This is an optimization exercise on Yosys and OpenROAD, whose aim is small area and a short achievable clock period, not a production implementation. No run shown here included a check of the RTL's function; only the layout flow was run. Power is estimated from default activity; no workload was simulated.

## flow/design.v (module list and top-level ports; edited modules follow where they fit)
// module pfx_nnp: 4 lines
// module pfx_nnp_g: 3 lines
// module pfx_npp_g: 3 lines
// module pfx_pnn_g: 3 lines
// module pfx_ppn: 4 lines
// module pfx_ppn_g: 3 lines
// module cpa: 252 lines
// module fa_m: 4 lines
// module ha_m: 4 lines
// module xor_m: 3 lines
// module and_m: 3 lines
// module adder_1: 295 lines
module adder_1 #(parameter DSIZE = 64)
            (
                in_a,
                in_b,
                in_c,
                in_d,
                sum,
                clk,
                rst_n
            );
  // ...
==> flow/flow/run.sh <==
#!/bin/bash
export BUFFER_PORTS_ARGS="-buffer_cell sky130_fd_sc_hd__buf_1"
bash standard.sh ABC_LOAD_IN_FF=3 finish > standard.log 2>&1
==> flow/standard.sh <==
#!/bin/bash
# synth_recipe.tcl (not shown) runs the flow's synth.tcl, then flattens the netlist and writes it again
# the make line also repeats each setting of config.mk as NAME=value (left out here)
make -C /OpenROAD-flow-scripts/flow DESIGN_CONFIG=/design/flow/config.mk WORK_HOME=/design/flow/orfs CLKGATE_MAP_FILE= SYNTH_SCRIPT=/design/flow/synth_recipe.tcl "${@:-finish}"
==> flow/config.mk <==
export PLATFORM = sky130hd
export DESIGN_NAME = adder_1
export DESIGN_NICKNAME = adder_1
export VERILOG_FILES = /design/flow/design.v
export SDC_FILE = /design/flow/constraint.sdc
export NUM_CORES = 4
export LEC_CHECK = 0
export CAP_MARGIN = 20
export CORE_MARGIN = 2
export CORE_UTILIZATION = 40
export CTS_BUF_LIST = sky130_fd_sc_hd__clkbuf_4 sky130_fd_sc_hd__clkbuf_8
export SETUP_SLACK_MARGIN = 2.0
export SLEW_MARGIN = 20
export SYNTH_HIERARCHICAL = 1
export SYNTH_MINIMUM_KEEP_SIZE = 0
==> flow/constraint.sdc <==
create_clock -name core_clock -period 4.0 [get_ports {clk}]
set_input_delay 0.8000 -clock core_clock [delete_from_list [all_inputs] [get_ports {clk}]]
set_output_delay 0.8000 -clock core_clock [all_outputs]
set_load 0.01 [all_outputs]
==> results_dict.tcl, run 1 <==
set metrics [dict create \
    top_usage_layer "met2" \
    start_util_pct 40.8 \
    finalCritPeriodShare_pct 48.7 \
    core_sq_mm 0.0252 \
    die_area_sq_mm 0.0270 \
    syn_area_sq_mm 0.0103 \
    status "no timing/DRC/antenna violations" \
    routed_via_density 4.69 \
    buffer_area_share_pct 10.6 \
    chipWidth_microns 164 \
    ir_drop_mv 0.220 \
    reg2regPathDepth 8 \
    via_count 7200 \
    port_buffers 321 \
    critPathLaunchType "flop" \
    r2r-start "pv_l[10]$_DFF_PN0_" \
    die_y_microns 164 \
    total_power_mw 7.69 \
    finalCriticalPeriod_ns 1.95 \
    multi_input_comb_area_sq_mm 0.00580 \
    slew_headroom_pct 64.6 \
    p_per_area_mw_per_mm2 602 \
    clock_path_buffers 2 \
    antennaDiodeCount 0 \
    comb_power_share_pct 43.7 \
    power.clock.fraction_pct 15.7 \
    setup_viol 0 \
]
==> run 2: changes to the inputs <==
--- a/flow/config.mk
+++ b/flow/config.mk
@@ -11,3 +11,3 @@
 export CTS_BUF_LIST = sky130_fd_sc_hd__clkbuf_4 sky130_fd_sc_hd__clkbuf_8
-export SETUP_SLACK_MARGIN = 2.0
+export SETUP_SLACK_MARGIN = 2.05
 export SLEW_MARGIN = 20
==> run 2 against run 1 <==
- still clean
- synthesized area is the same
- sequential cell count is the same
- final area grew 2.5%
- maximum frequency rose by 1.7%
- die area stayed put
- utilization grew 1.3 points
- critical path type unchanged
- critical endpoint is now sum_l[50]$_DFF_PN0_
==> results_dict.tcl, run 2 <==
set metrics [dict create \
    antennaDiodeCount 0 \
    start_util_pct 40.8 \
    die_y_microns 164 \
    syn_avg_cell_area_sq_um 12.3 \
    finalCriticalPeriod_ns 1.92 \
    use_met2_pct 32.1 \
    rsz0062_at_grt "true" \
    overflow 0 \
    routedWlPerCell_microns 16.2 \
    r2r_slack_ns 2.08 \
    cts_buffers 17 \
    synth_edf_count 0 \
    multi_input_comb_area_sq_mm 0.00608 \
    layout-drive-gt1-share_pct 15.4 \
    yosys_warnings 7 \
    hold_violations 0 \
    chipWidth_microns 164 \
    slew_headroom_pct 64.5 \
    gr-usage-all-layers_pct 18.9 \
    place.gp.congestion 0.858 \
    reg2reg_to "sum_l[50]$_DFF_PN0_" \
    area_delta_synth_final_pct 27.4 \
    via_count 7273 \
    synth.distinct_cells 14 \
    drt_wl_total_mm 25.0 \
    antenna_left 0 \
    antenna_found_initial 0 \
    clkTransAtPathRegs_ns 0.10 \
    top_usage_layer "met2" \
    critPathLaunchType "flop" \
    maxCapViolations 0 \
    grt_first_pass_wirelength_mm 38.2 \
    report.final.slew_viol_count 0 \
    cts.htree.levels 4 \
    fin_nets 1581 \
    worst_slew_pin_slew_ns 0.533 \
    synthArstFlopShare_pct 100 \
    final_common_cell "buf_1" \
    reg2regPathDepth 9 \
    layout_common_cells "buf_1 (319), dfrtp_1 (188), fa_1 (124)" \
    dpl.cell_count 1488 \
    use_met3_pct 4.17 \
    synth-main-ff-cell "dfrtp_1" \
    synth_common_cells "dfrtp_1 (190), fa_1 (125), a21oi_1 (113)" \
    synth_sequential_area_ratio_pct 46.2 \
    cts.sinks 190 \
    die_area_sq_mm 0.0270 \
    ys_top_cells_by_area "dfrtp_1 (46%), fa_1 (24%), xor2_1 (7.1%), a21oi_1 (5.5%), and2_1 (3.8%)" \
    finalSetupTns_ns 0 \
    port_buffers 321 \
    top_regs "pv_l: 64 flops, sum_l: 64 flops, gv_l: 62 flops" \
    synth_most_common_cell "dfrtp_1" \
    cp-end-kind "flop" \
    syn_area_sq_mm 0.0103 \
    ir_drop_mv 0.226 \
    min_path_type "primary input to asynchronous set/reset pin" \
    cts_tree "yes" \
    grt_max_degree 191 \
    clock_path_buffers 2 \
    synthCells 838 \
    register_area_sq_mm 0.00476 \
    drt_pre_antenna_iters 4 \
    ctsRootBufferMaster "clkbuf_8" \
    fillers 2305 \
    crit_required_ns 4.38 \
    fin_skew_ns 0.0181 \
    crit_path_start "pv_l[2]$_DFF_PN0_" \
    hpwl_mm 20.7 \
    crit_fanout 5 \
    r2r-start "pv_l[2]$_DFF_PN0_" \
    ys_seq_elements 190 \
    total_power_mw 7.94 \
    crit_type "flop to flop" \
    ioPinCount 322 \
    arrival_ns 2.30 \
    drc_errors 0 \
    placementRows 58 \
    postCtsHoldBufs 0 \
    power.leakage_nw 5.12 \
    finalCritPeriodShare_pct 47.9 \
    p_per_area_mw_per_mm2 606 \
    syn_nets 1222 \
    routed_via_density 4.72 \
    finalNonFillerCells 1540 \
    use_met1_pct 24.8 \
    yosysTopAreaCell "dfrtp_1" \
    setup_viol 0 \
    synth_top_area_share_pct 46.2 \
    core_sq_mm 0.0252 \
    max_freq_ghz 0.522 \
    status "no timing/DRC/antenna violations" \
    clk-insertion-delay-late_ns 0.47 \
    grt_pass1_vias 7643 \
    drtIter0Drc 246 \
]
-- run 2: cell counts after synthesis --
No cell type changed its count.
-- run 2: cells by family after synthesis --
kind of cell    Yosys count  synth area share (%)
fa+ha+maj               126                  24.5
xor+xnor                128                  11.1
flops                   190                  46.2
simple gates            186                  8.30
buf+inv                  23                 0.912
compound gates          185                  9.00
-- run 2: stage by stage --
| step | hold WS, ns | area (sq um) | setup slack [ns] | utilization [%] |
|---|---|---|---|---|
| 3_5_place_dp | 0.339 | 11900 | 1.49 | 47.3 |
| 4_1_cts | 0.360 | 12500 | 1.98 | 49.7 |
| 6_report | 0.348 | 13100 | 2.08 | 52.0 |
| 3_3_place_gp | 0.334 | 11900 | 1.56 | 47.3 |
| 5_1_grt | 0.356 | 13100 | 2.01 | 52.0 |
| 2_1_floorplan | 0.417 | 10300 | 1.89 | - |
-- run 2: worst max-delay path, cell delays in order (launching register included) --
cell and delay, ns:
dfrtp_1 0.42, a21oi_4 0.09, buf_4 0.14, o21ai_4 0.25, a21oi_4 0.12, o21ai_4 0.22
inv_1 0.11, o21ai_4 0.17, a21oi_1 0.10, xnor2_1 0.19
-- run 2: power by group --
part	switching (mW)	internal (mW)	total, mW
registers	0.483	2.67	3.16
clock network	0.651	0.553	1.20
logic	2.11	1.47	3.58
-- run 2: what timing repair did --
action / 4_1_cts / 5_1_grt
cloned: 0 / 0
setup buffers: 6 / 13
gates resized for setup: 38 / 124
setup endpoints to repair: 39 / 38
pin swaps: 2 / 15
-- run 2: layout make-up --
type	count	share of cell area, %
multi-input cells	625	46.4
flip-flops and latches	190	36.3
repair buffers	342	10.7
well taps	330	3.15
clock buffers	23	2.23
clock inverters	9	0.649
inverters	21	0.602
-- run 2: worst max path at each step --
| stage | endpoint | slack [ns] |
|---|---|---|
| 3_3_place_gp | sum_l[50]$_DFF_PN0_ | 1.56 |
| 2_1_floorplan | pv_l[63]$_DFF_PN0_ | 1.89 |
| 3_5_place_dp | sum_l[34]$_DFF_PN0_ | 1.49 |
| 5_1_grt | sum_l[40]$_DFF_PN0_ | 2.01 |
| 4_1_cts | sum_l[48]$_DFF_PN0_ | 1.98 |
| 6_report | sum_l[50]$_DFF_PN0_ | 2.08 |
-- run 2: per-module statistics from Yosys (local to each module, per instance) --
module | cells | copies in the design
pfx_ppn | 2 | 72
ha_m | 1 | 1
pfx_nnp_g | 1 | 14
fa_m | 1 | 125
cpa | 64 | 1
pfx_ppn_g | 1 | 26
xor_m | 1 | 62
pfx_nnp | 2 | 52
pfx_pnn_g | 2 | 15
and_m | 1 | 62
adder_1 | 194 | 1
pfx_npp_g | 2 | 6
-- run 2: metal layers --
metal  up-vias  routed length, microns
met2       221                   12600
li1       3432                       -
met3        14                    1500
met5         -                       0
met1      3606                   10600
met4         0                     201
==> run 3: changes to the inputs <==
--- a/flow/config.mk
+++ b/flow/config.mk
@@ -11,3 +11,4 @@
 export CTS_BUF_LIST = sky130_fd_sc_hd__clkbuf_4 sky130_fd_sc_hd__clkbuf_8
-export SETUP_SLACK_MARGIN = 2.05
+export GPL_ROUTABILITY_DRIVEN = 0
+export SETUP_SLACK_MARGIN = 2.0
 export SLEW_MARGIN = 20
==> run 3 against run 2 <==
- still clean on timing, DRC and antenna
- clock skew fell by 0.00060 ns
- maximum frequency is 3.1% lower
- critical path depth is 1 lower
- critical path type unchanged
- wire length is 1.8% lower
- worst setup slack worse by 0.061 ns
- hold slack better by 0.012 ns
==> results_dict.tcl, run 3 <==
set metrics [dict create \
    finalCriticalPeriod_ns 1.98 \
    syn_nets 1222 \
    synthArstFlopShare_pct 100 \
    critPathLaunchType "flop" \
    syn_avg_cell_area_sq_um 12.3 \
    slew_headroom_pct 50.1 \
    yosys_warnings 7 \
    area_delta_synth_final_pct 24.4 \
    dpl.cell_count 1490 \
    ys_seq_elements 190 \
    chipWidth_microns 164 \
    port_buffers 321 \
    yosys.area_share.simple_pct 8.30 \
    p_sw_mw 3.16 \
    power.leakage_nw 5.06 \
    synth-main-ff-cell "dfrtp_1" \
    crit_slowest_cell "dfrtp_1" \
    routedWlPerCell_microns 16.0 \
    synth_sequential_area_ratio_pct 46.2 \
    yosysTopAreaCell "dfrtp_1" \
    crit_fanout 3 \
    drt_wl_total_mm 24.5 \
    maxCapViolations 0 \
    clk-insertion-delay-late_ns 0.47 \
    ir_drop_mv 0.214 \
    syn_area_sq_mm 0.0103 \
    ctsRootBufferMaster "clkbuf_8" \
    crit_type "flop to flop" \
    drt_pre_antenna_iters 5 \
    fillers 2343 \
    overflow 0 \
    postCtsHoldBufs 0 \
    synth.distinct_cells 14 \
    fin_nets 1577 \
    clkTransAtPathRegs_ns 0.09 \
    min_path_type "flop to flop" \
    grt_first_pass_wirelength_mm 38.0 \
    status "no timing/DRC/antenna violations" \
    via_count 7312 \
    antenna_left 0 \
    placementRows 58 \
    die_y_microns 164 \
    start_util_pct 40.8 \
    crit_required_ns 4.38 \
    routed_via_density 4.76 \
    grt_max_degree 95 \
    grt_pass1_vias 7620 \
    antenna_found_initial 0 \
    hold_violations 0 \
    gr-usage-all-layers_pct 18.7 \
    cts_buffers 17 \
    final_common_cell "buf_1" \
    setup_viol 0 \
    drc_errors 0 \
    synth_fa_ha_area_share_pct 24.5 \
    crit_top_cell "nand2_1" \
    report.final.slew_viol_count 0 \
    die_area_sq_mm 0.0270 \
    synth_compound_area_share_pct 9.00 \
    top_regs "pv_l: 64 flops, sum_l: 64 flops, gv_l: 62 flops" \
    synth_top_area_share_pct 46.2 \
    power.clock.fraction_pct 15.6 \
    cts.htree.levels 4 \
    cts_tree "yes" \
    cp-end-kind "flop" \
    switching_share_pct 40.9 \
    hpwl_mm 20.7 \
    finalCritPeriodShare_pct 49.4 \
    p_per_area_mw_per_mm2 604 \
    synthCells 838 \
    layout_common_cells "buf_1 (320), dfrtp_1 (189), fa_1 (124)" \
    worst_slew_pin_slew_ns 0.748 \
    crit_buf_inv 0 \
    max_stage_delay_ns 0.42 \
    synthMuxAreaShare_pct 0 \
    core_sq_mm 0.0252 \
    layout-drive-gt1-share_pct 10.7 \
    ys_top_cells_by_area "dfrtp_1 (46%), fa_1 (24%), xor2_1 (7.1%), a21oi_1 (5.5%), and2_1 (3.8%)" \
    fin_area_sq_mm 0.0128 \
    antennaDiodeCount 0 \
    synthXorXnorAreaFrac_pct 11.1 \
    comb_power_share_pct 44.1 \
    finalNonFillerCells 1536 \
    cpLargestDelayFamily "simple AND/OR/NAND/NOR gates" \
    drtIter0Drc 275 \
    cts.sinks 190 \
    power_frac_seq_pct 40.3 \
    max_freq_ghz 0.506 \
    synth_edf_count 0 \
    synth_top_family_by_area "adder cells" \
    internal-power_mw 4.57 \
    arrival_ns 2.35 \
    ioPinCount 322 \
    rsz0062_at_grt "true" \
    crit_chain "nand2_1, nor2_1, nand2_1, nor2_1, nand2_1, o21ai_4, a21oi_1, xnor2_1" \
    clock_path_buffers 2 \
    fin_skew_ns 0.0175 \
    finalSetupTns_ns 0 \
    synth_most_common_cell "dfrtp_1" \
    synth_common_cells "dfrtp_1 (190), fa_1 (125), a21oi_1 (113)" \
    placed_area_sq_mm 0.0119 \
]
## run 3: cell counts after synthesis
No cell type changed its count.
## run 3: path summary, 6_finish.rpt
kind	start	end	slack (ns)	cells after the start
worst max-delay path	pv_l[34]$_DFF_PN0_	sum_l[40]$_DFF_PN0_	2.02	8
worst min-delay path	pv_l[0]$_DFF_PN0_	sum_l[0]$_DFF_PN0_	0.36	0
worst max register to register	pv_l[34]$_DFF_PN0_	sum_l[40]$_DFF_PN0_	2.02	8
worst min register to register	pv_l[0]$_DFF_PN0_	sum_l[0]$_DFF_PN0_	0.36	0
max in group asynchronous	rst_n	pv_l[58]$_DFF_PN0_	2.64	2
min in group asynchronous	rst_n	gv_l[4]$_DFF_PN0_	0.40	1
## run 3: cell families (layout without fill, tap and decap cells)
family                     count (synthesis)  count (layout)
xor gates and xnor gates                 128             128
adders and majority gates                126             126
DFF                                      190             190
buffers and inverters                     23             391
AOI/OAI and AO/OA                        185             185
and+or+nand+nor                          186             186
## run 3: layout make-up
type / instances / area (sq um) / share of cell area (%)
clock buffers: 18 / 241 / 1.89
clock inverters: 14 / 131 / 1.03
inverters: 21 / 78.8 / 0.616
repair buffers: 338 / 1350 / 10.5
flip-flops and latches: 190 / 4760 / 37.2
well taps: 330 / 413 / 3.23
multi-input cells: 625 / 5830 / 45.5
## run 3: worst reg2reg max path: stages, from the launching register on
cell and delay [ns]:
dfrtp_1 0.42, nand2_1 0.15, nor2_1 0.24, nand2_1 0.14
nor2_1 0.28, nand2_1 0.16, o21ai_4 0.21, a21oi_1 0.11
xnor2_1 0.20
## run 3: layer usage
metal	vias to the layer above	wire length [microns]	global-route usage [%]
met5	-	0	0
met3	21	1600	4.57
met2	236	12300	31.8
li1	3415	-	-
met1	3640	10300	24.4
met4	0	331	4.07
## run 3: timing repair
item	4_1_cts	5_1_grt
gates resized for setup	25	68
hold endpoints to repair	0	0
pin swaps	1	11
buffers inserted	5	9
setup endpoints to repair	35	30
## run 3: power groups by stage
stage | Combinational (mW) | Sequential, mW | Clock (mW)
after global placement | 3.01 | 3.13 | 0
after CTS | 3.18 | 3.10 | 1.25
after detailed placement | 3.04 | 3.13 | 0
after floorplan | 1.80 | 3.21 | 0
after global routing | 3.79 | 3.21 | 1.32
final | 3.41 | 3.11 | 1.20
## run 3: metrics by stage
step	hold slack [ns]	worst slack [ns]	utilization, %	total power, mW
detailed placement	0.342	1.54	47.4	6.17
finish	0.360	2.02	50.8	7.73
floorplan	0.417	1.89	-	5.01
CTS	0.363	1.95	49.5	7.52
global route	0.372	1.92	50.8	8.31
global placement	0.333	1.62	47.4	6.14
## run 3: per-module statistics from Yosys, one instance, submodules excluded, excerpt
module / cells / flops+latches / copies in the design
xor_m: 1 / 0 / 62
pfx_npp_g: 2 / 0 / 6
pfx_ppn_g: 1 / 0 / 26
adder_1: 194 / 190 / 1
fa_m: 1 / 0 / 125
ha_m: 1 / 0 / 1
pfx_nnp_g: 1 / 0 / 14
cpa: 64 / 0 / 1
and_m: 1 / 0 / 62
==> run 4: changes to the inputs <==
--- a/flow/config.mk
+++ b/flow/config.mk
@@ -8,2 +8,4 @@
 export CAP_MARGIN = 20
+export CELL_PAD_IN_SITES_DETAIL_PLACEMENT = 0
+export CELL_PAD_IN_SITES_GLOBAL_PLACEMENT = 0
 export CORE_MARGIN = 2
@@ -11,3 +13,2 @@
 export CTS_BUF_LIST = sky130_fd_sc_hd__clkbuf_4 sky130_fd_sc_hd__clkbuf_8
-export GPL_ROUTABILITY_DRIVEN = 0
 export SETUP_SLACK_MARGIN = 2.0
==> run 4 against run 3 <==
- critical path type unchanged
- sequential share of layout area hardly changed
- clock power hardly changed
- sequential power hardly changed
- wire length is 0.82% higher
- global-route usage is 0.075 points higher
- clock-buffer cell count is 5 higher
- combinational power is 1% lower
- total power is 0.43% lower
- register-to-register slack better by 0.03 ns
- maximum frequency is 1.5% higher
- largest power group unchanged
- final area is 0.13% lower
==> results_dict.tcl, run 4 <==
set metrics [dict create \
    antenna_found_initial 0 \
    layout_common_cells "buf_1 (320), dfrtp_1 (189), fa_1 (124)" \
    hpwl_mm 20.7 \
    p_sw_mw 3.10 \
    place_ws_ns 1.49 \
    synth_edf_count 0 \
    crit_fanout 4 \
    reg2regPathDepth 8 \
    yosysTopAreaCell "dfrtp_1" \
    maxCapViolations 0 \
    syn_area_sq_mm 0.0103 \
    final_common_cell "buf_1" \
    routedWlPerCell_microns 16.1 \
    clock_path_buffers 2 \
    min_path_type "primary input to asynchronous set/reset pin" \
    overflow 0 \
    r2r-start "pv_l[10]$_DFF_PN0_" \
    antennaDiodeCount 0 \
    place.gp.congestion 0.858 \
    max_stage_delay_ns 0.41 \
    crit_chain "a21oi_1, o21ai_1, a21oi_2, buf_4, o21ai_4, a21oi_2, o21ai_1, xor2_1" \
    max_freq_ghz 0.513 \
    start_util_pct 40.8 \
    fillers 2347 \
    ir_drop_mv 0.220 \
    placed_area_sq_mm 0.0119 \
    r2r_slack_ns 2.05 \
    grt_pass1_vias 7605 \
    core_sq_mm 0.0252 \
    ioPinCount 322 \
    synthArstFlopShare_pct 100 \
    post-route-util_pct 50.8 \
    internal-power_mw 4.60 \
    crit_required_ns 4.35 \
    cts_buffers 17 \
    cpLargestDelayFamily "compound AO/OA/AOI/OAI gates" \
    finalCritPeriodShare_pct 48.7 \
    crit_slowest_cell "dfrtp_1" \
    comb_power_share_pct 43.7 \
    arrival_ns 2.29 \
    ctsRootBufferMaster "clkbuf_8" \
    synth_most_common_cell "dfrtp_1" \
    rsz0062_at_grt "true" \
    fin_skew_ns 0.0171 \
    synth_top_area_share_pct 46.2 \
    power.leakage_nw 5.05 \
    ys_seq_elements 190 \
    antenna_left 0 \
    slew_headroom_pct 64.6 \
    via_count 7200 \
    drc_errors 0 \
    drtIter0Drc 251 \
    chipWidth_microns 164 \
    syn_nets 1222 \
    syn_avg_cell_area_sq_um 12.3 \
    top_regs "pv_l: 64 flops, sum_l: 64 flops, gv_l: 62 flops" \
    yosys_warnings 7 \
    port_buffers 321 \
    die_y_microns 164 \
    grt_max_degree 191 \
    reg2reg_to "sum_l[63]$_DFF_PN0_" \
    timing.final.ws_setup_ns 2.05 \
    status "no timing/DRC/antenna violations" \
    fin_area_sq_mm 0.0128 \
    grt_first_pass_wirelength_mm 38.1 \
    fin_nets 1575 \
    ys_top_cells_by_area "dfrtp_1 (46%), fa_1 (24%), xor2_1 (7.1%), a21oi_1 (5.5%), and2_1 (3.8%)" \
    drt_pre_antenna_iters 5 \
    setup_viol 0 \
    cts_tree "yes" \
    synth_sequential_area_ratio_pct 46.2 \
    whs_ns 0.341 \
    synth.distinct_cells 14 \
    synthCells 838 \
    placementRows 58 \
    finalSetupTns_ns 0 \
    cp-end-kind "flop" \
    crit_type "flop to flop" \
    clk-insertion-delay-late_ns 0.47 \
    hold_violations 0 \
    power_frac_seq_pct 40.6 \
    finalCriticalPeriod_ns 1.95 \
    drt_wl_total_mm 24.7 \
    gr-usage-all-layers_pct 18.8 \
    synth_common_cells "dfrtp_1 (190), fa_1 (125), a21oi_1 (113)" \
    routed_via_density 4.69 \
    critPathLaunchType "flop" \
    cts.sinks 190 \
    clkTransAtPathRegs_ns 0.09 \
    crit_buf_inv 1 \
    power.clock.fraction_pct 15.7 \
    worst_slew_pin_slew_ns 0.531 \
    p_per_area_mw_per_mm2 602 \
    cts.htree.levels 4 \
    synth-main-ff-cell "dfrtp_1" \
    switching_share_pct 40.2 \
    layout-drive-gt1-share_pct 10.5 \
    area_delta_synth_final_pct 24.3 \
    die_area_sq_mm 0.0270 \
    report.final.slew_viol_count 0 \
]
-- run 4: worst max path at each step --
stage	start	end	slack (ns)	cells past startpoint
after floorplan	in_a[62]	pv_l[63]$_DFF_PN0_	1.89	4
after global placement	pv_l[3]$_DFF_PN0_	sum_l[50]$_DFF_PN0_	1.56	8
after global routing	pv_l[8]$_DFF_PN0_	sum_l[60]$_DFF_PN0_	1.93	8
after CTS	pv_l[4]$_DFF_PN0_	sum_l[60]$_DFF_PN0_	2.00	8
final	pv_l[10]$_DFF_PN0_	sum_l[63]$_DFF_PN0_	2.05	8
after detailed placement	gv_l[1]$_DFF_PN0_	sum_l[34]$_DFF_PN0_	1.49	8
-- run 4: power by group through the flow --
stage | clock network [mW] | registers (mW) | logic [mW]
final | 1.20 | 3.12 | 3.37
after CTS | 1.25 | 3.11 | 3.19
after floorplan | 0 | 3.21 | 1.80
after global placement | 0 | 3.13 | 3.02
after global routing | 1.33 | 3.21 | 3.73
after detailed placement | 0 | 3.13 | 3.04
-- run 4: repair_timing --
item / in CTS / in global routing
resized for setup: 28 / 61
pin swaps: 2 / 8
setup buffers: 6 / 7
setup endpoints to repair: 37 / 30
hold buffers: 0 / 0
-- run 4: layout make-up --
cell class / instances / area, sq um / share of cell area (%)
inverters: 21 / 78.8 / 0.617
flip-flops and latches: 190 / 4760 / 37.2
multi-input cells: 625 / 5800 / 45.4
repair buffers: 336 / 1350 / 10.6
clock inverters: 9 / 85.1 / 0.666
well taps: 330 / 413 / 3.23
clock buffers: 23 / 292 / 2.28
-- run 4: per-stage QoR --
step,total power [mW],cells
3_3_place_gp,6.15,1488
2_1_floorplan,5.01,838
5_1_grt,8.27,1534
6_report,7.69,1534
4_1_cts,7.54,1526
3_5_place_dp,6.17,1488
-- run 4: cell families after synthesis --
group	Yosys count	share of synthesized area [%]
compound gates	185	9.00
fa+ha+maj	126	24.5
buf+inv	23	0.912
simple gates	186	8.30
xor+xnor	128	11.1
flops	190	46.2
-- run 4: layer usage --
layer / vias up / track usage [%] / share of wire (%)
li1: 3421 / - / -
met1: 3549 / 24.8 / 43
met2: 216 / 31.9 / 50
met3: 14 / 4.17 / 6.3
met4: 0 / 4.19 / 0.87
met5: - / 0 / 0
-- run 4: modules after synthesis (local to each module, per instance) --
module / cells / copies in the design / cell area, sq um
cpa: 64 / 1 / 558
pfx_nnp: 2 / 52 / 8.76
xor_m: 1 / 62 / 8.76
pfx_nnp_g: 1 / 14 / 5.00
adder_1: 194 / 1 / 4810
and_m: 1 / 62 / 6.26
ha_m: 1 / 1 / 12.5
fa_m: 1 / 125 / 20.0
pfx_ppn_g: 1 / 26 / 5.00
pfx_pnn_g: 2 / 15 / 8.76
pfx_ppn: 2 / 72 / 8.76
pfx_npp_g: 2 / 6 / 8.76

separate check: timing with driven ports:
How much do the figures lean on ideal ports? The routed layouts below were timed once more, with nothing changed but the port constraints.
Step 1, drivers: a clkbuf_16 drives clk and a buf_2 each remaining input, both assumed.
Step 2 adds t to the input delays and takes it off the output delays; t is the mean of the earliest and latest rising clock arrival at the registers after step 1. Input paths then give back, and output paths get back, about the clock's delay inside the block.
Slacks: ideal / step 1 / step 2; pairs: ideal / step 1.
run | shift t [ns] | setup slack, ns | hold slack, ns | worst setup path after step 2 | worst data-port slew with drivers (ns)
run 1 | 0.500 | 2.052 / 2.052 / 1.699 | 0.341 / 0.329 / 0.355 | input to register | 0.07
run 2 | 0.500 | 2.085 / 2.085 / 1.696 | 0.348 / 0.337 / 0.356 | input to register | 0.07
run 3 | 0.510 | 2.023 / 2.023 / 1.720 | 0.360 / 0.360 / 0.360 | input to register | 0.05
run 4 | 0.500 | 2.052 / 2.052 / 1.699 | 0.341 / 0.329 / 0.355 | input to register | 0.07
After both steps every run listed still meets setup and hold. For run 2, which loses most, drivers alone change the setup slack by 0.000 ns; drivers and shift together by -0.389 ns.
